Context: an optimization exercise on an open-source flow, tuned for small area and a short achievable clock period. The choices shown serve that exercise and are no tape-out recipe.
No functional check of the RTL was part of any run shown here.

==> flow/run.sh <==
#!/bin/bash
# synth_recipe.tcl (not shown) runs the flow's synth.tcl, then flattens the netlist and writes it again
# the make line also repeats each setting of config.mk as NAME=value (left out here)
make -C /OpenROAD-flow-scripts/flow DESIGN_CONFIG=/design/flow/config.mk WORK_HOME=/design/flow/orfs CLKGATE_MAP_FILE= SYNTH_SCRIPT=/design/flow/synth_recipe.tcl finish
==> flow/design.v <==
module nfu_mul_cs (
    input  [14:0] A,
    input  [14:0] B,
    input         s,
    output [14:0] h0,
    output [14:0] h1
);
    wire one0;
    wire two0;
    wire neg0;
    wire pp1;
    wire pp2;
    wire pp3;
    wire pp4;
    wire pp5;
    wire pp6;
    wire pp7;
    wire pp8;
    wire pp9;
    wire pp10;
    wire pp11;
    wire pp12;
    wire pp13;
    wire pp14;
    wire pp15;
    wire pp16;
    wire sn17;
    wire one1;
    wire two1;
    wire neg1;
    wire pp18;
    wire pp19;
    wire pp20;
    wire pp21;
    wire pp22;
    wire pp23;
    wire pp24;
    wire pp25;
    wire pp26;
    wire pp27;
    wire pp28;
    wire pp29;
    wire pp30;
    wire pp31;
    wire pp32;
    wire pp33;
    wire sn34;
    wire one2;
    wire two2;
    wire neg2;
    wire pp35;
    wire pp36;
    wire pp37;
    wire pp38;
    wire pp39;
    wire pp40;
    wire pp41;
    wire pp42;
    wire pp43;
    wire pp44;
    wire pp45;
    wire pp46;
    wire pp47;
    wire pp48;
    wire pp49;
    wire pp50;
    wire sn51;
    wire one3;
    wire two3;
    wire neg3;
    wire pp52;
    wire pp53;
    wire pp54;
    wire pp55;
    wire pp56;
    wire pp57;
    wire pp58;
    wire pp59;
    wire pp60;
    wire pp61;
    wire pp62;
    wire pp63;
    wire pp64;
    wire pp65;
    wire pp66;
    wire pp67;
    wire sn68;
    wire one4;
    wire two4;
    wire neg4;
    wire pp69;
    wire pp70;
    wire pp71;
    wire pp72;
    wire pp73;
    wire pp74;
    wire pp75;
    wire pp76;
    wire pp77;
    wire pp78;
    wire pp79;
    wire pp80;
    wire pp81;
    wire pp82;
    wire pp83;
    wire pp84;
    wire sn85;
    wire one5;
    wire two5;
    wire neg5;
    wire pp86;
    wire pp87;
    wire pp88;
    wire pp89;
    wire pp90;
    wire pp91;
    wire pp92;
    wire pp93;
    wire pp94;
    wire pp95;
    wire pp96;
    wire pp97;
    wire pp98;
    wire pp99;
    wire pp100;
    wire one6;
    wire two6;
    wire neg6;
    wire pp101;
    wire pp102;
    wire pp103;
    wire pp104;
    wire pp105;
    wire pp106;
    wire pp107;
    wire pp108;
    wire pp109;
    wire pp110;
    wire pp111;
    wire pp112;
    wire pp113;
    wire one7;
    wire two7;
    wire neg7;
    wire pp114;
    wire pp115;
    wire pp116;
    wire pp117;
    wire pp118;
    wire pp119;
    wire pp120;
    wire pp121;
    wire pp122;
    wire pp123;
    wire pp124;
    wire s125;
    wire c126;
    wire s127;
    wire c128;
    wire s129;
    wire c130;
    wire s131;
    wire c132;
    wire s133;
    wire c134;
    wire s135;
    wire c136;
    wire s137;
    wire c138;
    wire s139;
    wire c140;
    wire s141;
    wire c142;
    wire s143;
    wire c144;
    wire s145;
    wire c146;
    wire s147;
    wire c148;
    wire s149;
    wire c150;
    wire s151;
    wire c152;
    wire s153;
    wire c154;
    wire s155;
    wire c156;
    wire s157;
    wire c158;
    wire s159;
    wire c160;
    wire s161;
    wire c162;
    wire s163;
    wire c164;
    wire s165;
    wire c166;
    wire s167;
    wire c168;
    wire s169;
    wire c170;
    wire s171;
    wire c172;
    wire s173;
    wire c174;
    wire s175;
    wire c176;
    wire s177;
    wire c178;
    wire s179;
    wire c180;
    wire s181;
    wire c182;
    wire s183;
    wire c184;
    wire s185;
    wire c186;
    wire s187;
    wire c188;
    wire s189;
    wire c190;
    wire s191;
    wire c192;
    wire s193;
    wire c194;
    wire s195;
    wire c196;
    wire s197;
    wire c198;
    wire s199;
    wire c200;
    wire s201;
    wire c202;
    wire s203;
    wire c204;
    wire s205;
    wire c206;
    wire s207;
    wire c208;
    wire s209;
    wire c210;
    wire s211;
    wire c212;
    wire s213;
    wire c214;
    wire s215;
    wire c216;
    wire s217;
    wire c218;
    wire s219;
    wire c220;
    wire s221;
    wire c222;
    wire s223;
    wire c224;
    wire s225;
    wire c226;
    wire s227;
    wire c228;
    wire s229;
    wire c230;
    wire s231;
    wire c232;
    wire s233;
    wire c234;
    wire s235;
    wire c236;
    wire s237;
    wire c238;
    wire s239;
    wire c240;
    wire s241;
    wire c242;
    wire s243;
    wire c244;
    wire s245;
    wire c246;
    wire s247;
    wire c248;
    wire s249;
    wire c250;
    wire s251;
    wire c252;
    wire s253;
    wire c254;
    wire s255;
    wire c256;
    wire s257;
    wire c258;
    wire k259;
    wire s260;
    wire c261;
    wire s262;
    wire c263;
    wire s264;
    wire c265;
    wire s266;
    wire c267;
    wire s268;
    wire c269;
    wire s270;
    wire c271;
    wire s272;
    wire c273;
    wire k274;
    wire s275;
    wire c276;
    wire s277;
    wire c278;
    wire s279;
    wire c280;
    wire s281;
    wire c282;
    wire s283;
    wire c284;
    wire s285;
    wire c286;
    wire s287;
    wire c288;
    wire s289;
    wire c290;
    wire s291;
    wire c292;
    wire s293;
    wire c294;
    wire s295;
    wire c296;
    wire s297;
    wire c298;
    wire s299;
    wire c300;
    wire s301;
    wire c302;
    wire k303;
    wire s304;
    wire c305;
    wire s306;
    wire c307;
    wire s308;
    wire c309;
    wire s310;
    wire c311;
    wire s312;
    wire c313;
    wire s314;
    wire c315;
    wire s316;
    wire c317;
    wire s318;
    wire c319;
    wire s320;
    wire c321;
    wire s322;
    wire c323;
    wire s324;
    wire c325;
    wire s326;
    wire c327;
    wire k328;
    wire s329;
    wire c330;
    wire s331;
    wire c332;
    wire s333;
    wire c334;
    wire s335;
    wire c336;
    wire s337;
    wire c338;
    wire s339;
    wire c340;
    wire s341;
    wire c342;
    wire s343;
    wire c344;
    wire s345;
    wire c346;
    wire s347;
    wire c348;
    wire k349;
    wire s350;
    wire c351;
    wire s352;
    wire c353;
    wire s354;
    wire c355;
    wire s356;
    wire c357;
    wire s358;
    wire c359;
    wire s360;
    wire c361;
    wire s362;
    wire c363;
    wire s364;
    wire c365;
    wire lowc;
    assign one0 = B[0] ^ 1'b0;
    assign two0 = (B[1] & ~B[0] & ~1'b0) | (~B[1] & B[0] & 1'b0);
    assign neg0 = B[1];
    assign pp1 = ((one0 & A[0])) ^ neg0;
    assign pp2 = ((one0 & A[1]) | (two0 & A[0])) ^ neg0;
    assign pp3 = ((one0 & A[2]) | (two0 & A[1])) ^ neg0;
    assign pp4 = ((one0 & A[3]) | (two0 & A[2])) ^ neg0;
    assign pp5 = ((one0 & A[4]) | (two0 & A[3])) ^ neg0;
    assign pp6 = ((one0 & A[5]) | (two0 & A[4])) ^ neg0;
    assign pp7 = ((one0 & A[6]) | (two0 & A[5])) ^ neg0;
    assign pp8 = ((one0 & A[7]) | (two0 & A[6])) ^ neg0;
    assign pp9 = ((one0 & A[8]) | (two0 & A[7])) ^ neg0;
    assign pp10 = ((one0 & A[9]) | (two0 & A[8])) ^ neg0;
    assign pp11 = ((one0 & A[10]) | (two0 & A[9])) ^ neg0;
    assign pp12 = ((one0 & A[11]) | (two0 & A[10])) ^ neg0;
    assign pp13 = ((one0 & A[12]) | (two0 & A[11])) ^ neg0;
    assign pp14 = ((one0 & A[13]) | (two0 & A[12])) ^ neg0;
    assign pp15 = ((one0 & A[14]) | (two0 & A[13])) ^ neg0;
    assign pp16 = ((two0 & A[14])) ^ neg0;
    assign sn17 = ~neg0;
    assign one1 = B[2] ^ B[1];
    assign two1 = (B[3] & ~B[2] & ~B[1]) | (~B[3] & B[2] & B[1]);
    assign neg1 = B[3];
    assign pp18 = ((one1 & A[0])) ^ neg1;
    assign pp19 = ((one1 & A[1]) | (two1 & A[0])) ^ neg1;
    assign pp20 = ((one1 & A[2]) | (two1 & A[1])) ^ neg1;
    assign pp21 = ((one1 & A[3]) | (two1 & A[2])) ^ neg1;
    assign pp22 = ((one1 & A[4]) | (two1 & A[3])) ^ neg1;
    assign pp23 = ((one1 & A[5]) | (two1 & A[4])) ^ neg1;
    assign pp24 = ((one1 & A[6]) | (two1 & A[5])) ^ neg1;
    assign pp25 = ((one1 & A[7]) | (two1 & A[6])) ^ neg1;
    assign pp26 = ((one1 & A[8]) | (two1 & A[7])) ^ neg1;
    assign pp27 = ((one1 & A[9]) | (two1 & A[8])) ^ neg1;
    assign pp28 = ((one1 & A[10]) | (two1 & A[9])) ^ neg1;
    assign pp29 = ((one1 & A[11]) | (two1 & A[10])) ^ neg1;
    assign pp30 = ((one1 & A[12]) | (two1 & A[11])) ^ neg1;
    assign pp31 = ((one1 & A[13]) | (two1 & A[12])) ^ neg1;
    assign pp32 = ((one1 & A[14]) | (two1 & A[13])) ^ neg1;
    assign pp33 = ((two1 & A[14])) ^ neg1;
    assign sn34 = ~neg1;
    assign one2 = B[4] ^ B[3];
    assign two2 = (B[5] & ~B[4] & ~B[3]) | (~B[5] & B[4] & B[3]);
    assign neg2 = B[5];
    assign pp35 = ((one2 & A[0])) ^ neg2;
    assign pp36 = ((one2 & A[1]) | (two2 & A[0])) ^ neg2;
    assign pp37 = ((one2 & A[2]) | (two2 & A[1])) ^ neg2;
    assign pp38 = ((one2 & A[3]) | (two2 & A[2])) ^ neg2;
    assign pp39 = ((one2 & A[4]) | (two2 & A[3])) ^ neg2;
    assign pp40 = ((one2 & A[5]) | (two2 & A[4])) ^ neg2;
    assign pp41 = ((one2 & A[6]) | (two2 & A[5])) ^ neg2;
    assign pp42 = ((one2 & A[7]) | (two2 & A[6])) ^ neg2;
    assign pp43 = ((one2 & A[8]) | (two2 & A[7])) ^ neg2;
    assign pp44 = ((one2 & A[9]) | (two2 & A[8])) ^ neg2;
    assign pp45 = ((one2 & A[10]) | (two2 & A[9])) ^ neg2;
    assign pp46 = ((one2 & A[11]) | (two2 & A[10])) ^ neg2;
    assign pp47 = ((one2 & A[12]) | (two2 & A[11])) ^ neg2;
    assign pp48 = ((one2 & A[13]) | (two2 & A[12])) ^ neg2;
    assign pp49 = ((one2 & A[14]) | (two2 & A[13])) ^ neg2;
    assign pp50 = ((two2 & A[14])) ^ neg2;
    assign sn51 = ~neg2;
    assign one3 = B[6] ^ B[5];
    assign two3 = (B[7] & ~B[6] & ~B[5]) | (~B[7] & B[6] & B[5]);
    assign neg3 = B[7];
    assign pp52 = ((one3 & A[0])) ^ neg3;
    assign pp53 = ((one3 & A[1]) | (two3 & A[0])) ^ neg3;
    assign pp54 = ((one3 & A[2]) | (two3 & A[1])) ^ neg3;
    assign pp55 = ((one3 & A[3]) | (two3 & A[2])) ^ neg3;
    assign pp56 = ((one3 & A[4]) | (two3 & A[3])) ^ neg3;
    assign pp57 = ((one3 & A[5]) | (two3 & A[4])) ^ neg3;
    assign pp58 = ((one3 & A[6]) | (two3 & A[5])) ^ neg3;
    assign pp59 = ((one3 & A[7]) | (two3 & A[6])) ^ neg3;
    assign pp60 = ((one3 & A[8]) | (two3 & A[7])) ^ neg3;
    assign pp61 = ((one3 & A[9]) | (two3 & A[8])) ^ neg3;
    assign pp62 = ((one3 & A[10]) | (two3 & A[9])) ^ neg3;
    assign pp63 = ((one3 & A[11]) | (two3 & A[10])) ^ neg3;
    assign pp64 = ((one3 & A[12]) | (two3 & A[11])) ^ neg3;
    assign pp65 = ((one3 & A[13]) | (two3 & A[12])) ^ neg3;
    assign pp66 = ((one3 & A[14]) | (two3 & A[13])) ^ neg3;
    assign pp67 = ((two3 & A[14])) ^ neg3;
    assign sn68 = ~neg3;
    assign one4 = B[8] ^ B[7];
    assign two4 = (B[9] & ~B[8] & ~B[7]) | (~B[9] & B[8] & B[7]);
    assign neg4 = B[9];
    assign pp69 = ((one4 & A[0])) ^ neg4;
    assign pp70 = ((one4 & A[1]) | (two4 & A[0])) ^ neg4;
    assign pp71 = ((one4 & A[2]) | (two4 & A[1])) ^ neg4;
    assign pp72 = ((one4 & A[3]) | (two4 & A[2])) ^ neg4;
    assign pp73 = ((one4 & A[4]) | (two4 & A[3])) ^ neg4;
    assign pp74 = ((one4 & A[5]) | (two4 & A[4])) ^ neg4;
    assign pp75 = ((one4 & A[6]) | (two4 & A[5])) ^ neg4;
    assign pp76 = ((one4 & A[7]) | (two4 & A[6])) ^ neg4;
    assign pp77 = ((one4 & A[8]) | (two4 & A[7])) ^ neg4;
    assign pp78 = ((one4 & A[9]) | (two4 & A[8])) ^ neg4;
    assign pp79 = ((one4 & A[10]) | (two4 & A[9])) ^ neg4;
    assign pp80 = ((one4 & A[11]) | (two4 & A[10])) ^ neg4;
    assign pp81 = ((one4 & A[12]) | (two4 & A[11])) ^ neg4;
    assign pp82 = ((one4 & A[13]) | (two4 & A[12])) ^ neg4;
    assign pp83 = ((one4 & A[14]) | (two4 & A[13])) ^ neg4;
    assign pp84 = ((two4 & A[14])) ^ neg4;
    assign sn85 = ~neg4;
    assign one5 = B[10] ^ B[9];
    assign two5 = (B[11] & ~B[10] & ~B[9]) | (~B[11] & B[10] & B[9]);
    assign neg5 = B[11];
    assign pp86 = ((one5 & A[0])) ^ neg5;
    assign pp87 = ((one5 & A[1]) | (two5 & A[0])) ^ neg5;
    assign pp88 = ((one5 & A[2]) | (two5 & A[1])) ^ neg5;
    assign pp89 = ((one5 & A[3]) | (two5 & A[2])) ^ neg5;
    assign pp90 = ((one5 & A[4]) | (two5 & A[3])) ^ neg5;
    assign pp91 = ((one5 & A[5]) | (two5 & A[4])) ^ neg5;
    assign pp92 = ((one5 & A[6]) | (two5 & A[5])) ^ neg5;
    assign pp93 = ((one5 & A[7]) | (two5 & A[6])) ^ neg5;
    assign pp94 = ((one5 & A[8]) | (two5 & A[7])) ^ neg5;
    assign pp95 = ((one5 & A[9]) | (two5 & A[8])) ^ neg5;
    assign pp96 = ((one5 & A[10]) | (two5 & A[9])) ^ neg5;
    assign pp97 = ((one5 & A[11]) | (two5 & A[10])) ^ neg5;
    assign pp98 = ((one5 & A[12]) | (two5 & A[11])) ^ neg5;
    assign pp99 = ((one5 & A[13]) | (two5 & A[12])) ^ neg5;
    assign pp100 = ((one5 & A[14]) | (two5 & A[13])) ^ neg5;
    assign one6 = B[12] ^ B[11];
    assign two6 = (B[13] & ~B[12] & ~B[11]) | (~B[13] & B[12] & B[11]);
    assign neg6 = B[13];
    assign pp101 = ((one6 & A[0])) ^ neg6;
    assign pp102 = ((one6 & A[1]) | (two6 & A[0])) ^ neg6;
    assign pp103 = ((one6 & A[2]) | (two6 & A[1])) ^ neg6;
    assign pp104 = ((one6 & A[3]) | (two6 & A[2])) ^ neg6;
    assign pp105 = ((one6 & A[4]) | (two6 & A[3])) ^ neg6;
    assign pp106 = ((one6 & A[5]) | (two6 & A[4])) ^ neg6;
    assign pp107 = ((one6 & A[6]) | (two6 & A[5])) ^ neg6;
    assign pp108 = ((one6 & A[7]) | (two6 & A[6])) ^ neg6;
    assign pp109 = ((one6 & A[8]) | (two6 & A[7])) ^ neg6;
    assign pp110 = ((one6 & A[9]) | (two6 & A[8])) ^ neg6;
    assign pp111 = ((one6 & A[10]) | (two6 & A[9])) ^ neg6;
    assign pp112 = ((one6 & A[11]) | (two6 & A[10])) ^ neg6;
    assign pp113 = ((one6 & A[12]) | (two6 & A[11])) ^ neg6;
    assign one7 = B[14] ^ B[13];
    assign two7 = (1'b0 & ~B[14] & ~B[13]) | (~1'b0 & B[14] & B[13]);
    assign neg7 = 1'b0;
    assign pp114 = ((one7 & A[0])) ^ neg7;
    assign pp115 = ((one7 & A[1]) | (two7 & A[0])) ^ neg7;
    assign pp116 = ((one7 & A[2]) | (two7 & A[1])) ^ neg7;
    assign pp117 = ((one7 & A[3]) | (two7 & A[2])) ^ neg7;
    assign pp118 = ((one7 & A[4]) | (two7 & A[3])) ^ neg7;
    assign pp119 = ((one7 & A[5]) | (two7 & A[4])) ^ neg7;
    assign pp120 = ((one7 & A[6]) | (two7 & A[5])) ^ neg7;
    assign pp121 = ((one7 & A[7]) | (two7 & A[6])) ^ neg7;
    assign pp122 = ((one7 & A[8]) | (two7 & A[7])) ^ neg7;
    assign pp123 = ((one7 & A[9]) | (two7 & A[8])) ^ neg7;
    assign pp124 = ((one7 & A[10]) | (two7 & A[9])) ^ neg7;
    assign s125 = s ^ neg0;
    assign c126 = s & neg0;
    assign s127 = s ^ c126;
    assign c128 = s & c126;
    assign s129 = s ^ neg1 ^ pp3;
    assign c130 = (s & neg1) | (s & pp3) | (neg1 & pp3);
    assign s131 = pp18 ^ c128;
    assign c132 = pp18 & c128;
    assign s133 = s ^ pp4 ^ pp19;
    assign c134 = (s & pp4) | (s & pp19) | (pp4 & pp19);
    assign s135 = c130 ^ c132;
    assign c136 = c130 & c132;
    assign s137 = s ^ neg2 ^ pp5;
    assign c138 = (s & neg2) | (s & pp5) | (neg2 & pp5);
    assign s139 = pp20 ^ pp35 ^ c134;
    assign c140 = (pp20 & pp35) | (pp20 & c134) | (pp35 & c134);
    assign s141 = s137 ^ c136;
    assign c142 = s137 & c136;
    assign s143 = s ^ pp6 ^ pp21;
    assign c144 = (s & pp6) | (s & pp21) | (pp6 & pp21);
    assign s145 = pp36 ^ c138 ^ s143;
    assign c146 = (pp36 & c138) | (pp36 & s143) | (c138 & s143);
    assign s147 = c140 ^ c142;
    assign c148 = c140 & c142;
    assign s149 = s ^ neg3 ^ pp7;
    assign c150 = (s & neg3) | (s & pp7) | (neg3 & pp7);
    assign s151 = pp22 ^ pp37 ^ pp52;
    assign c152 = (pp22 & pp37) | (pp22 & pp52) | (pp37 & pp52);
    assign s153 = c144 ^ s149 ^ s151;
    assign c154 = (c144 & s149) | (c144 & s151) | (s149 & s151);
    assign s155 = c146 ^ s153;
    assign c156 = c146 & s153;
    assign s157 = s ^ pp8 ^ pp23;
    assign c158 = (s & pp8) | (s & pp23) | (pp8 & pp23);
    assign s159 = pp38 ^ pp53 ^ c150;
    assign c160 = (pp38 & pp53) | (pp38 & c150) | (pp53 & c150);
    assign s161 = c152 ^ s157 ^ c154;
    assign c162 = (c152 & s157) | (c152 & c154) | (s157 & c154);
    assign s163 = s159 ^ c156;
    assign c164 = s159 & c156;
    assign s165 = s ^ neg4 ^ pp9;
    assign c166 = (s & neg4) | (s & pp9) | (neg4 & pp9);
    assign s167 = pp24 ^ pp39 ^ pp54;
    assign c168 = (pp24 & pp39) | (pp24 & pp54) | (pp39 & pp54);
    assign s169 = pp69 ^ c158 ^ s165;
    assign c170 = (pp69 & c158) | (pp69 & s165) | (c158 & s165);
    assign s171 = s167 ^ c160 ^ s169;
    assign c172 = (s167 & c160) | (s167 & s169) | (c160 & s169);
    assign s173 = c162 ^ c164;
    assign c174 = c162 & c164;
    assign s175 = s ^ pp10 ^ pp25;
    assign c176 = (s & pp10) | (s & pp25) | (pp10 & pp25);
    assign s177 = pp40 ^ pp55 ^ pp70;
    assign c178 = (pp40 & pp55) | (pp40 & pp70) | (pp55 & pp70);
    assign s179 = c166 ^ c168 ^ s175;
    assign c180 = (c166 & c168) | (c166 & s175) | (c168 & s175);
    assign s181 = s177 ^ c170 ^ s179;
    assign c182 = (s177 & c170) | (s177 & s179) | (c170 & s179);
    assign s183 = c172 ^ s181;
    assign c184 = c172 & s181;
    assign s185 = neg5 ^ pp11 ^ pp26;
    assign c186 = (neg5 & pp11) | (neg5 & pp26) | (pp11 & pp26);
    assign s187 = pp41 ^ pp56 ^ pp71;
    assign c188 = (pp41 & pp56) | (pp41 & pp71) | (pp56 & pp71);
    assign s189 = pp86 ^ c176 ^ c178;
    assign c190 = (pp86 & c176) | (pp86 & c178) | (c176 & c178);
    assign s191 = s185 ^ s187 ^ c180;
    assign c192 = (s185 & s187) | (s185 & c180) | (s187 & c180);
    assign s193 = s189 ^ c182 ^ s191;
    assign c194 = (s189 & c182) | (s189 & s191) | (c182 & s191);
    assign s195 = c184 ^ s193;
    assign c196 = c184 & s193;
    assign s197 = pp12 ^ pp27 ^ pp42;
    assign c198 = (pp12 & pp27) | (pp12 & pp42) | (pp27 & pp42);
    assign s199 = pp57 ^ pp72 ^ pp87;
    assign c200 = (pp57 & pp72) | (pp57 & pp87) | (pp72 & pp87);
    assign s201 = c186 ^ c188 ^ s197;
    assign c202 = (c186 & c188) | (c186 & s197) | (c188 & s197);
    assign s203 = s199 ^ c190 ^ s201;
    assign c204 = (s199 & c190) | (s199 & s201) | (c190 & s201);
    assign s205 = c192 ^ s203 ^ c194;
    assign c206 = (c192 & s203) | (c192 & c194) | (s203 & c194);
    assign s207 = neg6 ^ pp13 ^ pp28;
    assign c208 = (neg6 & pp13) | (neg6 & pp28) | (pp13 & pp28);
    assign s209 = pp43 ^ pp58 ^ pp73;
    assign c210 = (pp43 & pp58) | (pp43 & pp73) | (pp58 & pp73);
    assign s211 = pp88 ^ pp101 ^ c198;
    assign c212 = (pp88 & pp101) | (pp88 & c198) | (pp101 & c198);
    assign s213 = c200 ^ s207 ^ s209;
    assign c214 = (c200 & s207) | (c200 & s209) | (s207 & s209);
    assign s215 = c202 ^ s211 ^ s213;
    assign c216 = (c202 & s211) | (c202 & s213) | (s211 & s213);
    assign s217 = c204 ^ s215;
    assign c218 = c204 & s215;
    assign s219 = pp14 ^ pp29 ^ pp44;
    assign c220 = (pp14 & pp29) | (pp14 & pp44) | (pp29 & pp44);
    assign s221 = pp59 ^ pp74 ^ pp89;
    assign c222 = (pp59 & pp74) | (pp59 & pp89) | (pp74 & pp89);
    assign s223 = pp102 ^ c208 ^ c210;
    assign c224 = (pp102 & c208) | (pp102 & c210) | (c208 & c210);
    assign s225 = s219 ^ s221 ^ c212;
    assign c226 = (s219 & s221) | (s219 & c212) | (s221 & c212);
    assign s227 = c214 ^ s223 ^ s225;
    assign c228 = (c214 & s223) | (c214 & s225) | (s223 & s225);
    assign s229 = c216 ^ c218;
    assign c230 = c216 & c218;
    assign s231 = neg7 ^ pp15 ^ pp30;
    assign c232 = (neg7 & pp15) | (neg7 & pp30) | (pp15 & pp30);
    assign s233 = pp45 ^ pp60 ^ pp75;
    assign c234 = (pp45 & pp60) | (pp45 & pp75) | (pp60 & pp75);
    assign s235 = pp90 ^ pp103 ^ pp114;
    assign c236 = (pp90 & pp103) | (pp90 & pp114) | (pp103 & pp114);
    assign s237 = c220 ^ c222 ^ s231;
    assign c238 = (c220 & c222) | (c220 & s231) | (c222 & s231);
    assign s239 = s233 ^ s235 ^ c224;
    assign c240 = (s233 & s235) | (s233 & c224) | (s235 & c224);
    assign s241 = s237 ^ c226 ^ s239;
    assign c242 = (s237 & c226) | (s237 & s239) | (c226 & s239);
    assign s243 = c228 ^ s241;
    assign c244 = c228 & s241;
    assign s245 = pp16 ^ pp31 ^ pp46;
    assign c246 = (pp16 & pp31) | (pp16 & pp46) | (pp31 & pp46);
    assign s247 = pp61 ^ pp76 ^ pp91;
    assign c248 = (pp61 & pp76) | (pp61 & pp91) | (pp76 & pp91);
    assign s249 = pp104 ^ pp115 ^ c232;
    assign c250 = (pp104 & pp115) | (pp104 & c232) | (pp115 & c232);
    assign s251 = c234 ^ c236 ^ s245;
    assign c252 = (c234 & c236) | (c234 & s245) | (c236 & s245);
    assign s253 = s247 ^ c238 ^ s249;
    assign c254 = (s247 & c238) | (s247 & s249) | (c238 & s249);
    assign s255 = s251 ^ c240 ^ s253;
    assign c256 = (s251 & c240) | (s251 & s253) | (c240 & s253);
    assign s257 = c242 ^ s255;
    assign c258 = c242 & s255;
    assign k259 = ~sn17;
    assign s260 = k259 ^ pp32 ^ pp47;
    assign c261 = (k259 & pp32) | (k259 & pp47) | (pp32 & pp47);
    assign s262 = pp62 ^ pp77 ^ pp92;
    assign c263 = (pp62 & pp77) | (pp62 & pp92) | (pp77 & pp92);
    assign s264 = pp105 ^ pp116 ^ c246;
    assign c265 = (pp105 & pp116) | (pp105 & c246) | (pp116 & c246);
    assign s266 = c248 ^ s260 ^ s262;
    assign c267 = (c248 & s260) | (c248 & s262) | (s260 & s262);
    assign s268 = c250 ^ c252 ^ s264;
    assign c269 = (c250 & c252) | (c250 & s264) | (c252 & s264);
    assign s270 = s266 ^ c254 ^ s268;
    assign c271 = (s266 & c254) | (s266 & s268) | (c254 & s268);
    assign s272 = c256 ^ s270;
    assign c273 = c256 & s270;
    assign k274 = ~sn17;
    assign s275 = k274 ^ pp33 ^ pp48;
    assign c276 = (k274 & pp33) | (k274 & pp48) | (pp33 & pp48);
    assign s277 = pp63 ^ pp78 ^ pp93;
    assign c278 = (pp63 & pp78) | (pp63 & pp93) | (pp78 & pp93);
    assign s279 = pp106 ^ pp117 ^ c261;
    assign c280 = (pp106 & pp117) | (pp106 & c261) | (pp117 & c261);
    assign s281 = c263 ^ s275 ^ s277;
    assign c282 = (c263 & s275) | (c263 & s277) | (s275 & s277);
    assign s283 = c265 ^ c267 ^ s279;
    assign c284 = (c265 & c267) | (c265 & s279) | (c267 & s279);
    assign s285 = s281 ^ c269 ^ s283;
    assign c286 = (s281 & c269) | (s281 & s283) | (c269 & s283);
    assign s287 = c271 ^ s285;
    assign c288 = c271 & s285;
    assign s289 = sn34 ^ sn17 ^ pp49;
    assign c290 = (sn34 & sn17) | (sn34 & pp49) | (sn17 & pp49);
    assign s291 = pp64 ^ pp79 ^ pp94;
    assign c292 = (pp64 & pp79) | (pp64 & pp94) | (pp79 & pp94);
    assign s293 = pp107 ^ pp118 ^ c276;
    assign c294 = (pp107 & pp118) | (pp107 & c276) | (pp118 & c276);
    assign s295 = c278 ^ s289 ^ s291;
    assign c296 = (c278 & s289) | (c278 & s291) | (s289 & s291);
    assign s297 = c280 ^ c282 ^ s293;
    assign c298 = (c280 & c282) | (c280 & s293) | (c282 & s293);
    assign s299 = s295 ^ c284 ^ s297;
    assign c300 = (s295 & c284) | (s295 & s297) | (c284 & s297);
    assign s301 = c286 ^ s299;
    assign c302 = c286 & s299;
    assign k303 = ~pp50;
    assign s304 = pp65 ^ pp80 ^ pp95;
    assign c305 = (pp65 & pp80) | (pp65 & pp95) | (pp80 & pp95);
    assign s306 = pp108 ^ pp119 ^ k303;
    assign c307 = (pp108 & pp119) | (pp108 & k303) | (pp119 & k303);
    assign s308 = c290 ^ c292 ^ s304;
    assign c309 = (c290 & c292) | (c290 & s304) | (c292 & s304);
    assign s310 = s306 ^ c294 ^ c296;
    assign c311 = (s306 & c294) | (s306 & c296) | (c294 & c296);
    assign s312 = s308 ^ c298 ^ s310;
    assign c313 = (s308 & c298) | (s308 & s310) | (c298 & s310);
    assign s314 = c300 ^ s312;
    assign c315 = c300 & s312;
    assign s316 = sn51 ^ pp66 ^ pp81;
    assign c317 = (sn51 & pp66) | (sn51 & pp81) | (pp66 & pp81);
    assign s318 = pp96 ^ pp109 ^ pp120;
    assign c319 = (pp96 & pp109) | (pp96 & pp120) | (pp109 & pp120);
    assign s320 = pp50 ^ c305 ^ c307;
    assign c321 = (pp50 & c305) | (pp50 & c307) | (c305 & c307);
    assign s322 = s316 ^ s318 ^ c309;
    assign c323 = (s316 & s318) | (s316 & c309) | (s318 & c309);
    assign s324 = s320 ^ c311 ^ s322;
    assign c325 = (s320 & c311) | (s320 & s322) | (c311 & s322);
    assign s326 = c313 ^ s324;
    assign c327 = c313 & s324;
    assign k328 = ~pp67;
    assign s329 = pp82 ^ pp97 ^ pp110;
    assign c330 = (pp82 & pp97) | (pp82 & pp110) | (pp97 & pp110);
    assign s331 = pp121 ^ k328 ^ c317;
    assign c332 = (pp121 & k328) | (pp121 & c317) | (k328 & c317);
    assign s333 = c319 ^ s329 ^ c321;
    assign c334 = (c319 & s329) | (c319 & c321) | (s329 & c321);
    assign s335 = s331 ^ c323 ^ s333;
    assign c336 = (s331 & c323) | (s331 & s333) | (c323 & s333);
    assign s337 = c325 ^ s335;
    assign c338 = c325 & s335;
    assign s339 = sn68 ^ pp83 ^ pp98;
    assign c340 = (sn68 & pp83) | (sn68 & pp98) | (pp83 & pp98);
    assign s341 = pp111 ^ pp122 ^ pp67;
    assign c342 = (pp111 & pp122) | (pp111 & pp67) | (pp122 & pp67);
    assign s343 = c330 ^ s339 ^ s341;
    assign c344 = (c330 & s339) | (c330 & s341) | (s339 & s341);
    assign s345 = c332 ^ s343 ^ c334;
    assign c346 = (c332 & s343) | (c332 & c334) | (s343 & c334);
    assign s347 = c336 ^ s345;
    assign c348 = c336 & s345;
    assign k349 = ~pp84;
    assign s350 = pp99 ^ pp112 ^ pp123;
    assign c351 = (pp99 & pp112) | (pp99 & pp123) | (pp112 & pp123);
    assign s352 = k349 ^ c340 ^ c342;
    assign c353 = (k349 & c340) | (k349 & c342) | (c340 & c342);
    assign s354 = s350 ^ c344 ^ s352;
    assign c355 = (s350 & c344) | (s350 & s352) | (c344 & s352);
    assign s356 = s354 ^ c346;
    assign c357 = s354 & c346;
    assign s358 = sn85 ^ pp100 ^ pp113;
    assign c359 = (sn85 & pp100) | (sn85 & pp113) | (pp100 & pp113);
    assign s360 = pp124 ^ pp84 ^ c351;
    assign c361 = (pp124 & pp84) | (pp124 & c351) | (pp84 & c351);
    assign s362 = s358 ^ c353 ^ s360;
    assign c363 = (s358 & c353) | (s358 & s360) | (c353 & s360);
    assign s364 = c355 ^ s362;
    assign c365 = c355 & s362;
    wire [10:0] lowsum = {c174, s171, s161, c148, s145, s139, s133, s129, pp2, pp1} + {s183, s173, s163, s155, s147, s141, s135, s131, s127, s125};
    assign lowc = lowsum[10];
    assign h0 = {c357, c348, c338, c327, c315, c302, c288, c273, c258, c244, c230, s227, c206, c196, s195};
    assign h1 = {s364, s356, s347, s337, s326, s314, s301, s287, s272, s257, s243, s229, s217, s205, lowc};
endmodule
module nfu_sum4 (
    input  [15:0] a,
    input  [15:0] b,
    input  [15:0] c,
    input  [15:0] d,
    output [15:0] y
);
    wire [15:0] s1 = a ^ b ^ c;
    wire [15:0] c1 = {(a[14:0] & b[14:0]) | (a[14:0] & c[14:0]) | (b[14:0] & c[14:0]), 1'b0};
    wire [15:0] s2 = s1 ^ c1 ^ d;
    wire [15:0] c2 = {(s1[14:0] & c1[14:0]) | (s1[14:0] & d[14:0]) | (c1[14:0] & d[14:0]), 1'b0};
    assign y = s2 + c2;
endmodule
module nfu_max4 (
    input  [15:0] a,
    input  [15:0] b,
    input  [15:0] c,
    input  [15:0] d,
    output [15:0] y
);
    wire ab = a > b;
    wire ac = a > c;
    wire ad = a > d;
    wire bc = b > c;
    wire bd = b > d;
    wire cd = c > d;
    wire sa = ab & ac & ad;
    wire sb = ~ab & bc & bd;
    wire sc = ~ac & ~bc & cd;
    wire sd = ~ad & ~bd & ~cd;
    assign y = ({16{sa}} & a) | ({16{sb}} & b) | ({16{sc}} & c) | ({16{sd}} & d);
endmodule
module top_diannao_node_vMAX (
        clk,
        i_inputs,
        i_synapses,
        i_op,
        i_nbout,
        i_load,
        o_to_edram
    );
    input           clk;
    input  [255:0]  i_inputs;
    input  [255:0]  i_synapses;
    input  [0:0]    i_op;
    input  [15:0]   i_nbout;
    input           i_load;
    output [15:0]   o_to_edram;
    reg [239:0] mag_a, mag_b;
    reg [15:0]  sgn1;
    reg [239:0] cs0, cs1;
    reg [15:0]  sgn2;
    reg [63:0]  grp_sum, grp_max;
    reg [15:0]  red_sum, red_max;
    reg [15:0]  out_reg;
    assign o_to_edram = out_reg;
    wire [239:0] h0, h1;
    wire [63:0] grp_sum_d, grp_max_d;
    wire [255:0] prod;
    genvar j, k;
    generate
        for (j = 0; j < 16; j = j + 1) begin : lane
            always @(posedge clk) begin
                mag_a[15*j +: 15] <= i_inputs[16*j +: 15];
                mag_b[15*j +: 15] <= i_synapses[16*j +: 15];
                sgn1[j]           <= i_inputs[16*j+15] ^ i_synapses[16*j+15];
            end
            nfu_mul_cs MUL (
                .A  (mag_a[15*j +: 15]),
                .B  (mag_b[15*j +: 15]),
                .s  (sgn1[j]),
                .h0 (h0[15*j +: 15]),
                .h1 (h1[15*j +: 15])
            );
            assign prod[16*j +: 16] = {sgn2[j], cs0[15*j +: 15] + cs1[15*j +: 15]};
        end
        for (k = 0; k < 4; k = k + 1) begin : grp
            nfu_sum4 GS (prod[64*k +: 16], prod[64*k+16 +: 16], prod[64*k+32 +: 16], prod[64*k+48 +: 16], grp_sum_d[16*k +: 16]);
            nfu_max4 GM (prod[64*k +: 16], prod[64*k+16 +: 16], prod[64*k+32 +: 16], prod[64*k+48 +: 16], grp_max_d[16*k +: 16]);
        end
    endgenerate
    wire [15:0] ss, sm, ms, mm;
    nfu_sum4 SS (grp_sum[15:0], grp_sum[31:16], grp_sum[47:32], grp_sum[63:48], ss);
    nfu_max4 SM (grp_sum[15:0], grp_sum[31:16], grp_sum[47:32], grp_sum[63:48], sm);
    nfu_sum4 MS (grp_max[15:0], grp_max[31:16], grp_max[47:32], grp_max[63:48], ms);
    nfu_max4 MM (grp_max[15:0], grp_max[31:16], grp_max[47:32], grp_max[63:48], mm);
    wire [15:0] fin_sum = red_sum + out_reg;
    wire [15:0] fin_max = (red_max > out_reg) ? red_max : out_reg;
    wire [15:0] fin     = i_op[0] ? fin_max : fin_sum;
    always @(posedge clk) begin
        cs0     <= h0;
        cs1     <= h1;
        sgn2    <= sgn1;
        grp_sum <= grp_sum_d;
        grp_max <= grp_max_d;
        red_sum <= i_op[0] ? ms : ss;
        red_max <= i_op[0] ? mm : sm;
        out_reg <= i_load ? fin : i_nbout;
    end
endmodule
==> flow/config.mk <==
export PLATFORM = sky130hd
export DESIGN_NAME = top_diannao_node_vMAX
export DESIGN_NICKNAME = top_diannao_node_vMAX
export VERILOG_FILES = /design/flow/design.v
export SDC_FILE = /design/flow/constraint.sdc
export NUM_CORES = 8
export LEC_CHECK = 0
export CAP_MARGIN = 20
export CORE_MARGIN = 2
export CORE_UTILIZATION = 40
export SLEW_MARGIN = 20
==> flow/constraint.sdc <==
create_clock -name core_clock -period 12.0 [get_ports {clk}]
set_input_delay 2.4000 -clock core_clock [delete_from_list [all_inputs] [get_ports {clk}]]
set_output_delay 2.4000 -clock core_clock [all_outputs]
set_load 0.01 [all_outputs]
==> key figures, run 1 <==
Placement
  – Buffers on Ports: around 550
  – GPL Wtd Cong: 0.930
  – Placed insts: 26.5k
  – Hpwl dp: roughly 400 mm
  – Placed cell area: between 150000 and 200000 um2

Yosys
  – Post-Syn Nets: 25.6k
  – Most frequent cell after synthesis: nand2_1
  – Area share of the largest cell type after synthesis: about a fifth
  – Synth Instances: 21.9k
  – Synthesis Warnings: 1
  – Top post-synthesis cells by area: fa_1 (19%), dfxtp_1 (14%), ha_1 (12%)
  – Synth Cell Area: 169000 um2
  – Number of synthesized flops with an enable pin: 16
  – Synth cell count leaders: nand2_1 (2501), inv_1 (2174), a21oi_1 (1970)
  – Register area share after synthesis: 13.9%
  – Ys flop type: dfxtp_1
  – Synth area leader: fa_1
  – Synthesized flop and latch total: 1168
  – Asr flop ratio synth: 0%
  – Avg Inst Size Synth: 7.73 um2
  – Netlist cell types: roughly 120

Drt
  – Vias per inst: approximately 5.7
  – DRT Pass-1 Iters: 6
  – DRC viols: 0
  – Routed WL: 529 mm
  – WL/cell: 19.7 um
  – DR iter-0 viols: 15.7k
  – Antenna viol nets, final: 0
  – Vias: 152k

CTS
  – Clock Tree Buf Depth: 4
  – CTS clk-pin slew, worst paths: 0.06 ns
  – TritonCTS clock tree: done
  – Root Buffer: clkbuf_16
  – Cts repair resizes: 0
  – H-Tree Depth: 4
  – CTS Buf Count: between 150 and 200
  – Hold buffers post-CTS: 0
  – Latest clock arrival within the worst-skew pair: approximately 0.91 ns
  – Post-CTS setup buffers: 0
  – CTS sink count: between 1k and 1.5k

Global routing
  – Number of global-route vias before repair: 140k
  – First-pass GRT wire length: 824 mm
  – Pin count of the biggest net entering global routing: 90
  – Antenna violations before repair: 23
  – Overflow after GRT: 0
  – Total GRT Usage: 23.9%

Final layout
  – Seq. cell area: ~24000 um2
  – P&R area growth vs syn: 8.24%
  – Multi-input logic area: between 100000 and 150000 um2
  – Share of cells above drive strength 1: 4.12%
  – Fin util: 43.5%
  – Final #Nets: 24.7k
  – Non-filler cells, final: 26.8k
  – Design area: 183000 um2
  – Final-layout fill cell count: about 42k

STA
  – Final hold vios: 0
  – Slew @ Worst Pin: about 1.2 ns
  – Slew HR: 21.3%
  – Setup TNS: 0 ns
  – Max Fclk: 166 MHz
  – Final period util: 50.3%
  – Fin crit period: 6.04 ns
  – Setup Viol. Count Final: 0
  – Slew Viols, Final: 0
  – Clk_skew: 0.0457 ns
  – RSZ-0062 raised after global routing: no

Critical path
  – Most used cell, CP: a21o_1
  – Worst path arrival time: roughly 7 ns
  – Worst path cell trace: ha_1 > fa_1 > a21o_1 > a221oi_1 > a21oi_1 > a21o_1 > a21oi_1 > o21bai_1 > a21o_1 > a21o_1 > a21oi_1 > xnor2_1 > inv_1 > ha_1 > nor4bb_1 > nand2_1 > nor2_1 > o21ai_0 > o211ai_1 > o21ai_1 > nor3_2 > a22oi_1 > o211ai_1
  – Worst EP required: 12.77 ns
  – Slowest cell on the critical path: nor3_2
  – CP endpoint kind: flip-flop
  – Worst Path Max Fanout: 16
  – Worst setup SP type: flip-flop
  – Max incr delay on CP: ~0.90 ns
  – Critical path class: flip-flop to flip-flop

Die
  – Die W: 654 um
  – Core area: between 400000 and 500000 um2
  – DIE HEIGHT: ~650 um
  – Ports: between 500 and 600
  – # rows: 238
  – Die Area: between 400000 and 500000 um2
  – Starting Density: around two fifths

Flow run
  – # Max-Cap Violations: 0

Hold path
  – Min-Delay Path Class: flip-flop to flip-flop

Status
  – Outcome: complete, no violations
[worst max-delay path: cells and delay by family (launching register included)]
kind	cells	cell delay, ns
AO/OA/AOI/OAI	14	2.50
XOR/XNOR	1	0.24
adder cells (fa/ha/maj)	3	0.99
buffers and inverters	1	0.23
flip-flops	1	0.30
AND/OR/NAND/NOR	4	1.66
[cells by family (layout without fill, tap and decap cells)]
family | count (synthesis) | after routing | synth area share (%)
and+or+nand+nor | 5307 | 5307 | 13.8
adders and majority gates | 3706 | 3706 | 33.9
buffers and inverters | 4216 | 3488 | 9.40
muxes | 31 | 31 | 0.187
other | 0 | 6 | 0
xor gates and xnor gates | 826 | 826 | 4.30
AOI/OAI and AO/OA | 6628 | 6628 | 24.5
DFF | 1168 | 1168 | 13.9
[path summary, 6_finish.rpt]
path                            startpoint           to  slack [ns]  depth (start not counted)
worst max-delay path              cs0[135]  grp_max[43]        5.96                         23
worst min-delay path              sgn1[15]     sgn2[15]        0.57                          0
worst max register to register    cs0[135]  grp_max[43]        5.96                         23
worst min register to register    sgn1[15]     sgn2[15]        0.57                          0
[routing by layer]
layer	global-route usage [%]	wire length (um)	vias to the layer above
li1	-	-	73400
met1	34.0	237000	72900
met2	38.2	240000	5317
met3	2.86	36700	688
met4	6.34	14700	4
met5	0	23	-
[layout make-up]
| cell class | count | area share, % |
|---|---|---|
| clock buffer | 208 | 2.48 |
| sequential | 1168 | 12.9 |
| antenna | 6 | 0.00821 |
| clock inverter | 83 | 0.571 |
| inverter | 2227 | 4.57 |
| tap | 5640 | 3.86 |
| timing repair buffer | 970 | 4.72 |
| multi-input combinational | 16500 | 70.9 |
[through the flow]
| step | setup WS [ns] | hold slack, ns |
|---|---|---|
| 4_1_cts | 5.94 | 0.577 |
| 5_1_grt | 5.47 | 0.593 |
| 3_5_place_dp | 5.99 | 0.568 |
| 6_report | 5.96 | 0.569 |
| 3_3_place_gp | 6.12 | 0.566 |
| 2_1_floorplan | 7.04 | 0.464 |
[cells in the final DEF (no fill, tap or decap), types with 123 or more instances in the layout]
| cell type | instances |
|---|---|
| nand2_1 | 2501 |
| inv_1 | 2174 |
| a21oi_1 | 1970 |
| fa_1 | 1625 |
| ha_1 | 1555 |
| o21ai_0 | 1532 |
| nor2_1 | 1374 |
| dfxtp_1 | 1069 |
| a22oi_1 | 645 |
| clkdlybuf4s50_1 | 545 |
| maj3_1 | 523 |
| o22ai_1 | 515 |
| xnor2_1 | 492 |
| buf_4 | 423 |
| nor2b_1 | 339 |
| xor2_1 | 329 |
| a221oi_1 | 322 |
| o221ai_1 | 223 |
| o211ai_1 | 215 |
| a31oi_1 | 204 |
| nand3_1 | 203 |
| a21o_1 | 187 |
| clkbuf_16 | 164 |
| nand2b_1 | 162 |
| nor3_1 | 156 |
| a211oi_1 | 142 |
| o31ai_1 | 139 |
| o21a_1 | 134 |
| or3_1 | 123 |
==> inputs of run 2 (changes only) <==
--- a/flow/config.mk
+++ b/flow/config.mk
@@ -5,7 +5,9 @@
 export SDC_FILE = /design/flow/constraint.sdc
 export NUM_CORES = 8
 export LEC_CHECK = 0
+export ABC_CLOCK_PERIOD_IN_PS = 3000
 export CAP_MARGIN = 20
 export CORE_MARGIN = 2
 export CORE_UTILIZATION = 40
+export SETUP_SLACK_MARGIN = 5
 export SLEW_MARGIN = 20
==> key figures, run 2 <==
Critical path
  – CP endpoint kind: flip-flop
  – Reg-to-reg startpoint: cs0[135]
  – Worst path cell trace: ha_1 > fa_1 > a21o_1 > a221oi_1 > a21oi_1 > a21o_1 > a21oi_1 > o21bai_1 > a21o_1 > a21o_1 > a21oi_1 > xnor2_1 > inv_1 > ha_1 > nor4bb_1 > nand2_1 > nor2_1 > o21ai_0 > o211ai_1 > o21ai_1 > nor3_2 > a22oi_1 > o211ai_1
  – Worst EP required: 12.77 ns
  – Max incr delay on CP: 0.90 ns
  – Setup crit start: cs0[135]
  – Most used cell, CP: a21o_1
  – WP buf/inv: 1
  – Slowest cell on the critical path: nor3_2
  – Worst Path Max Fanout: 16
  – Crit path max-delay family: compound AO/OA/AOI/OAI gates
  – Worst path arrival time: 6.81 ns
  – Worst setup SP type: flip-flop
  – Critical path class: flip-flop to flip-flop

Final layout
  – Final-layout fill cell count: 42.3k
  – Commonest non-fill, non-tap cell in the layout: nand2_1
  – Final #Nets: 24.7k
  – Multi-input logic area: around 130000 um2
  – P&R area growth vs syn: 8.24%
  – Design area: 183000 um2
  – Most frequent cells in the layout: nand2_1 (2501), inv_1 (2174), a21oi_1 (1970)
  – Share of cells above drive strength 1: 4.12%
  – Seq. cell area: 23600 um2

Yosys
  – Area share of the largest cell type after synthesis: 19.2%
  – Top post-synthesis cells by area: fa_1 (19%), dfxtp_1 (14%), ha_1 (12%)
  – Netlist cell types: between 100 and 150
  – Number of synthesized flops with an enable pin: 16
  – Synth cell count leaders: nand2_1 (2501), inv_1 (2174), a21oi_1 (1970)
  – Most frequent cell after synthesis: nand2_1
  – Synthesis Warnings: 1
  – Register area share after synthesis: between 10% and 20%
  – Synth area leader: fa_1
  – Asr flop ratio synth: 0%
  – Post-Syn Nets: 25.6k
  – Synth Instances: 21.9k
  – Synth Cell Area: roughly 170000 um2
  – Synthesized flop and latch total: 1168
  – Avg Inst Size Synth: between 7 and 8 um2
  – Ys flop type: dfxtp_1

Flow run
  – # Max-Cap Violations: 0

Global routing
  – Antenna violations before repair: 23
  – First-pass GRT wire length: 824 mm
  – Overflow after GRT: 0
  – Pin count of the biggest net entering global routing: 90
  – Number of global-route vias before repair: 140k
  – Total GRT Usage: 23.9%

Drt
  – Vias: around 150k
  – Routed WL: approximately 530 mm
  – DRC viols: 0
  – Antenna viol nets, final: 0
  – DR iter-0 viols: 15.7k
  – Vias per inst: between 5 and 6
  – WL/cell: 19.7 um
  – DRT Pass-1 Iters: 6

Placement
  – Placed cell area: 177000 um2
  – Buffers on Ports: 546
  – GPL Wtd Cong: 0.930
  – Hpwl dp: a little under 400 mm

STA
  – Setup Viol. Count Final: 0
  – Max Fclk: approximately 170 MHz
  – Clk_skew: 0.0457 ns
  – Final period util: between 50% and 60%
  – Final hold vios: 0
  – Fin crit period: 6.04 ns
  – RSZ-0062 raised after global routing: no
  – Slew @ Worst Pin: 1.18 ns
  – Slew HR: 21.3%
  – Slew Viols, Final: 0
  – Setup TNS: 0 ns

Die
  – Die W: 654 um
  – # rows: approximately 240
  – Ports: 547
  – DIE HEIGHT: roughly 650 um
  – Core area: roughly 420000 um2
  – Die Area: between 400000 and 500000 um2
  – Starting Density: 40.2%

CTS
  – CTS clk-pin slew, worst paths: around 0.06 ns
  – CTS sink count: around 1.2k
  – TritonCTS clock tree: done
  – Post-CTS setup buffers: 0
  – Clock Tree Buf Depth: 4
  – CTS Buf Count: 161
  – Hold buffers post-CTS: 0
  – Cts repair resizes: 0
  – Root Buffer: clkbuf_16
  – Latest clock arrival within the worst-skew pair: around 0.91 ns
  – H-Tree Depth: 4

Hold path
  – Hold path startpoint: sgn1[15]
  – Min-Delay Path Class: flip-flop to flip-flop

Status
  – Outcome: complete, no violations
[run 2: layout make-up]
type	count	area share [%]
antenna	6	0.00821
clock buffer	208	2.48
clock inverter	83	0.571
inverter	2227	4.57
multi-input combinational	16500	70.9
sequential	1168	12.9
tap	5640	3.86
timing repair buffer	970	4.72
[run 2: path summary, 6_finish.rpt]
kind / to / slack (ns) / depth (start not counted)
hold / removal: sgn2[15] / 0.57 / 0
setup reg to reg: grp_max[43] / 5.96 / 23
hold reg to reg: sgn2[15] / 0.57 / 0
setup / recovery: grp_max[43] / 5.96 / 23
[run 2: per-layer routing]
layer	vias to the layer above	GRT usage (%)	part of all wire, %
li1	73400	-	-
met1	72900	34.0	45
met2	5317	38.2	45
met3	688	2.86	6.9
met4	4	6.34	2.8
met5	-	0	0.0044
[run 2: cell families after synthesis]
family	share of synthesized area, %
compound gates	24.5
buf+inv	9.40
fa+ha+maj	33.9
simple gates	13.8
xor+xnor	4.30
flops	13.9
mux	0.187
[run 2: per-stage QoR]
step	cells	utilization (%)	hold slack (ns)	setup slack (ns)
after floorplan	21900	-	0.464	7.04
after global placement	26500	42.2	0.566	6.12
after detailed placement	26500	42.2	0.568	5.99
after CTS	26800	43.5	0.577	5.94
after global routing	26800	43.5	0.593	5.47
final	26800	43.5	0.569	5.96
==> inputs of run 3 (changes only) <==
--- a/flow/config.mk
+++ b/flow/config.mk
@@ -5,9 +5,8 @@
 export SDC_FILE = /design/flow/constraint.sdc
 export NUM_CORES = 8
 export LEC_CHECK = 0
-export ABC_CLOCK_PERIOD_IN_PS = 3000
-export CAP_MARGIN = 20
+export CAP_MARGIN = 80
 export CORE_MARGIN = 2
 export CORE_UTILIZATION = 40
 export SETUP_SLACK_MARGIN = 5
-export SLEW_MARGIN = 20
+export SLEW_MARGIN = 80
==> key figures, run 3 <==
CTS
  – H-Tree Depth: 4
  – CTS clk-pin slew, worst paths: 0.06 ns
  – Hold buffers post-CTS: 0
  – CTS sink count: 1168
  – TritonCTS clock tree: done
  – Clock Tree Buf Depth: 4
  – Latest clock arrival within the worst-skew pair: 0.91 ns
  – CTS Buf Count: 160
  – Post-CTS setup buffers: 0
  – Root Buffer: clkbuf_16
  – Cts repair resizes: 0

Yosys
  – Ys flop type: dfxtp_1
  – Synth Instances: 21.9k
  – Synth area leader: fa_1
  – Synthesis Warnings: 1
  – Most frequent cell after synthesis: nand2_1
  – Post-Syn Nets: 25.6k
  – Avg Inst Size Synth: 7.73 um2
  – Asr flop ratio synth: 0%
  – Synth cell count leaders: nand2_1 (2501), inv_1 (2174), a21oi_1 (1970)
  – Area share of the largest cell type after synthesis: 19.2%
  – Netlist cell types: 116
  – Register area share after synthesis: 13.9%
  – Synthesized flop and latch total: 1168
  – Synth Cell Area: between 150000 and 200000 um2
  – Top post-synthesis cells by area: fa_1 (19%), dfxtp_1 (14%), ha_1 (12%)
  – Number of synthesized flops with an enable pin: 16

Drt
  – Routed WL: 540 mm
  – DR iter-0 viols: between 10k and 15k
  – Vias: 156k
  – Antenna viol nets, final: 0
  – WL/cell: 19.6 um
  – DRT Pass-1 Iters: 8
  – DRC viols: 0
  – Vias per inst: 5.69

STA
  – Setup TNS: 0 ns
  – Slew Viols, Final: 0
  – Slew HR: 76.1%
  – RSZ-0062 raised after global routing: no
  – Final worst slack: 5.75 ns
  – Final period util: 52.1%
  – Slew @ Worst Pin: between 0.3 and 0.4 ns
  – Final hold vios: 0
  – Clk_skew: 0.0512 ns
  – Setup Viol. Count Final: 0
  – Fin crit period: around 6.2 ns
  – Max Fclk: approximately 160 MHz

Die
  – Die Area: ~430000 um2
  – Core area: 420000 um2
  – # rows: roughly 240
  – Die W: around 650 um
  – DIE HEIGHT: about 650 um
  – Ports: between 500 and 600
  – Starting Density: 40.2%

Global routing
  – Pin count of the biggest net entering global routing: 52
  – Total GRT Usage: 24.5%
  – Met1 track utilization from global routing: 34.3%
  – First-pass GRT wire length: 844 mm
  – Gr busiest metal: met2
  – Overflow after GRT: 0
  – Number of global-route vias before repair: 145k
  – Met2 Usage GRT: 39.2%
  – Antenna violations before repair: 22
  – Global Route met3 Usage: 3.06%

Critical path
  – Flop2flop setup slack: 5.75 ns
  – CP endpoint kind: flip-flop
  – Worst path arrival time: 7.05 ns
  – Worst EP required: 12.80 ns
  – Most used cell, CP: buf_1
  – Crit path max-delay family: compound AO/OA/AOI/OAI gates
  – WP buf/inv: 7
  – Max incr delay on CP: 0.44 ns
  – Total stage count of the critical path: 29
  – Worst setup SP type: flip-flop
  – Slowest cell on the critical path: or3b_1
  – Reg2reg end: grp_max[1]
  – Worst Path Max Fanout: 4
  – Reg-to-reg startpoint: cs0[15]
  – Worst Reg-to-Reg Cells: 29
  – Critical path class: flip-flop to flip-flop

Final layout
  – Design area: 201000 um2
  – Commonest non-fill, non-tap cell in the layout: nand2_1
  – Share of cells above drive strength 1: 13.2%
  – Final #Nets: 25.4k
  – Most frequent cells in the layout: nand2_1 (2458), inv_1 (2100), a21oi_1 (1842)
  – P&R area growth vs syn: 19.1%

Status
  – Outcome: complete, no violations

Hold path
  – Hold Crit Depth: 0
  – Worst Hold Path EP: sgn2[15]
  – Min-Delay Path Class: flip-flop to flip-flop
  – Hold path startpoint: sgn1[15]

Flow run
  – # Max-Cap Violations: 0

Placement
  – GPL Wtd Cong: 0.930
  – Hpwl dp: between 400 and 500 mm
  – Placed cell area: 193000 um2
  – Worst slack, placed: 5.89 ns
  – Buffers on Ports: 546
==> run 3: per-layer routing <==
layer | wire length, um | vias to the layer above
li1 | - | 74800
met1 | 239000 | 75500
met2 | 246000 | 5304
met3 | 36900 | 846
met4 | 17600 | 8
met5 | 70 | -
==> run 3: layout make-up <==
| cell class | count | area, um2 |
|---|---|---|
| clock buffers | 201 | 4540 |
| multi-input cells | 16500 | 138000 |
| clock inverters | 93 | 1060 |
| well taps | 5640 | 7060 |
| flip-flops and latches | 1168 | 24400 |
| diodes | 9 | 22.5 |
| repair buffers | 1660 | 18000 |
| inverters | 2227 | 8600 |
| fillers | 40200 | 219000 |
==> run 3: cells by family (layout without fill, tap and decap cells) <==
group	Yosys count	count (layout)	share of synthesized area [%]
XOR/XNOR	826	826	4.30
AO/OA/AOI/OAI	6628	6628	24.5
adder cells (fa/ha/maj)	3706	3706	33.9
other	0	9	0
buffers and inverters	4216	4181	9.40
AND/OR/NAND/NOR	5307	5307	13.8
multiplexers	31	31	0.187
flip-flops	1168	1168	13.9
==> run 3: how the worst max path moves through the flow <==
stage | start | end | slack, ns
finish | cs0[15] | grp_max[1] | 5.75
floorplan | cs0[30] | grp_max[5] | 7.04
detailed placement | cs0[15] | grp_max[1] | 5.89
global route | cs0[30] | grp_max[1] | 5.47
CTS | cs0[15] | grp_max[1] | 5.86
global placement | cs0[46] | grp_max[1] | 6.12
==> run 3: stage by stage <==
step           std cells  utilization [%]  hold slack (ns)
4_1_cts            27400             47.1            0.465
6_report           27500             47.9            0.457
2_1_floorplan      21900                -            0.464
5_1_grt            27500             47.9            0.473
3_3_place_gp       26500             42.2            0.566
3_5_place_dp       27100             45.8            0.462
==> inputs of run 4 (changes only) <==
--- a/flow/config.mk
+++ b/flow/config.mk
@@ -5,6 +5,7 @@
 export SDC_FILE = /design/flow/constraint.sdc
 export NUM_CORES = 8
 export LEC_CHECK = 0
+export ABC_AREA = 1
 export CAP_MARGIN = 80
 export CORE_MARGIN = 2
 export CORE_UTILIZATION = 40
==> key figures, run 4 <==
Critical path
  – Total stage count of the critical path: 22
  – Reg-to-reg startpoint: cs0[72]
  – Worst Reg-to-Reg Cells: 22
  – Slowest cell on the critical path: clkdlybuf4s50_1
  – Worst setup SP type: flip-flop
  – Worst path arrival time: 5.78 ns
  – Worst setup path endpoint: grp_max[16]
  – Worst EP required: 12.82 ns
  – WP buf/inv: 7
  – Flop2flop setup slack: 7.04 ns
  – Crit path max-delay family: buffers and inverters
  – Critical path class: flip-flop to flip-flop
  – CP endpoint kind: flip-flop
  – Setup crit start: cs0[72]
  – Worst Path Max Fanout: 10
  – Most used cell, CP: nand2_1
  – Reg2reg end: grp_max[16]
  – Max incr delay on CP: roughly 0.55 ns
  – Worst path cell trace: ha_1 > clkinv_1 > nor4_2 > clkdlybuf4s50_1 > nand2_1 > nor2_1 > a211oi_2 > xnor2_2 > clkdlybuf4s15_2 > inv_1 > ha_1 > nor4_2 > clkdlybuf4s50_1 > nand4_1 > nor4_4 > inv_1 > nand2_1 > nand3_1 > buf_4 > nor3_1 > nor2_1 > nand2_1

Hold path
  – Min-Delay Path Class: flip-flop to flip-flop
  – Hold path startpoint: sgn1[1]

Yosys
  – Asr flop ratio synth: 0%
  – Synth cell count leaders: inv_1 (3183), xor2_1 (1895), o22ai_1 (1699)
  – Synth Area in XOR/XNOR: about 13%
  – Post-Synth Adder-Cell Area: 37.1%
  – Post-Syn Nets: 20.3k
  – Avg Inst Size Synth: 8.46 um2
  – Most frequent cell after synthesis: inv_1
  – Register area share after synthesis: 16.8%
  – Synthesized flop and latch total: ~1.2k
  – Post-synthesis compound-gate area fraction: 12.9%
  – Number of synthesized flops with an enable pin: 16
  – Mux contribution to synthesized area: 0.0393%
  – Ys flop type: dfxtp_1
  – Synth Cell Area: 140000 um2
  – Post-Synth Simple-Gate Area: 9.76%
  – Top post-synthesis cells by area: fa_1 (23%), dfxtp_1 (16%), ha_1 (14%)
  – Area share of the largest cell type after synthesis: a little under a quarter
  – Synthesis Warnings: 1
  – Synth Instances: about 17k
  – Synth area leader: fa_1
  – Largest family of logic cells by synthesized area: adder cells
  – Netlist cell types: 60

Final layout
  – Most frequent cells in the layout: inv_1 (2778), xor2_1 (1747), o22ai_1 (1698)
  – P&R area growth vs syn: 16.3%
  – Share of cells above drive strength 1: 12.6%
  – Design area: 163000 um2
  – Multi-input logic area: around 110000 um2
  – Seq. cell area: 24200 um2
  – Non-filler cells, final: 21.7k
  – Final #Nets: 20.6k
  – Commonest non-fill, non-tap cell in the layout: inv_1
  – Fin util: ~47%
  – Final-layout fill cell count: roughly 34k

Drt
  – Routed WL: 415 mm
  – DR iter-0 viols: 9023
  – WL/cell: 19.2 um
  – DRT Pass-1 Iters: 6
  – Vias per inst: approximately 5.2
  – Vias: around 110k
  – DRC viols: 0
  – Antenna viol nets, final: 0

STA
  – Final period util: between 40% and 50%
  – Max Fclk: approximately 200 MHz
  – Slew HR: about three quarters
  – Clk_skew: 0.0654 ns
  – Final hold vios: 0
  – Setup TNS: 0 ns
  – Slew Viols, Final: 0
  – Fin crit period: 4.96 ns
  – Setup Viol. Count Final: 0
  – RSZ-0062 raised after global routing: no
  – Slew @ Worst Pin: 0.345 ns

Placement
  – GPL Wtd Cong: 0.952
  – Hpwl dp: ~330 mm
  – Buffers on Ports: 546
  – Placed cell area: between 150000 and 200000 um2
  – Placed insts: around 21k

Die
  – Core area: roughly 350000 um2
  – Starting Density: roughly 40%
  – Die W: 596 um
  – Ports: 547
  – Die Area: between 300000 and 400000 um2
  – # rows: 217
  – DIE HEIGHT: ~600 um

CTS
  – Root Buffer: clkbuf_16
  – Clock Tree Buf Depth: 4
  – Post-CTS setup buffers: 0
  – CTS clk-pin slew, worst paths: 0.07 ns
  – Hold buffers post-CTS: 0
  – TritonCTS clock tree: done
  – H-Tree Depth: 4
  – Latest clock arrival within the worst-skew pair: 0.93 ns
  – CTS sink count: 1168
  – Cts repair resizes: 0
  – CTS Buf Count: 161

Global routing
  – Total GRT Usage: 23.2%
  – Overflow after GRT: 0
  – Antenna violations before repair: 21
  – First-pass GRT wire length: 655 mm
  – Pin count of the biggest net entering global routing: 32
  – Number of global-route vias before repair: 114k

Flow run
  – # Max-Cap Violations: 0

Status
  – Outcome: complete, no violations
[run 4: layout make-up]
| class | instances | area share, % |
|---|---|---|
| inverters | 3286 | 7.98 |
| well taps | 4599 | 3.53 |
| repair buffers | 886 | 4.61 |
| flip-flops and latches | 1168 | 14.8 |
| multi-input cells | 11400 | 65.6 |
| diodes | 7 | 0.0108 |
| clock buffers | 205 | 2.75 |
| clock inverters | 90 | 0.630 |
[run 4: metal layers]
layer,vias to the layer above,track usage (%),wire [um]
li1,54100,-,-
met1,54800,31.6,181000
met2,4036,37.4,190000
met3,644,3.54,29000
met4,20,7.80,15100
met5,-,0,134
[run 4: per-stage QoR]
| step | worst slack, ns | hold WS [ns] |
|---|---|---|
| finish | 7.04 | 0.445 |
| global route | 6.71 | 0.459 |
| CTS | 7.06 | 0.453 |
| detailed placement | 7.04 | 0.459 |
| global placement | 6.82 | 0.567 |
| floorplan | 7.58 | 0.473 |
[run 4: how the worst min path moves through the flow]
| stage | cells past startpoint | end | slack (ns) |
|---|---|---|---|
| finish | 0 | sgn2[1] | 0.44 |
| global route | 0 | sgn2[1] | 0.46 |
| CTS | 0 | sgn2[1] | 0.45 |
| detailed placement | 0 | sgn2[6] | 0.46 |
| global placement | 2 | out_reg[2] | 0.57 |
| floorplan | 0 | sgn2[0] | 0.47 |
[run 4: cell families after synthesis]
group,count (synthesis)
fa+ha+maj,3180
compound gates,3002
buf+inv,3962
mux,5
flops,1168
xor+xnor,2039
simple gates,3207

afterwards: timing with drivers on the ports:
The results above use ideal ports. As a check the final layouts listed here were re-extracted and re-timed, cells and wires unchanged.
Step 1 assumes that a clkbuf_16 drives the clock port and a buf_2 every other input.
Step 2 also shifts input and output timing later by t, the mid clock arrival at the registers, as if the neighbouring blocks saw the same clock.
Slacks: no drivers / after step 1 / after step 2; pairs: no drivers / after step 1.
run | t (ns) | slack for setup (ns) | worst setup path after step 2 | worst register clock-pin slew, ns | worst slew at a driven data input, ns
run 1 | 1.002 | 5.960 / 5.960 / 5.960 | register to register | 0.07 / 0.07 | 0.13
run 2 | 1.002 | 5.960 / 5.960 / 5.960 | register to register | 0.07 / 0.07 | 0.13
run 3 | 1.012 | 5.752 / 5.752 / 5.752 | register to register | 0.07 / 0.07 | 0.13
run 4 | 0.996 | 7.043 / 7.043 / 7.043 | register to register | 0.07 / 0.07 | 0.22
After both steps setup and hold are still met in every run listed.
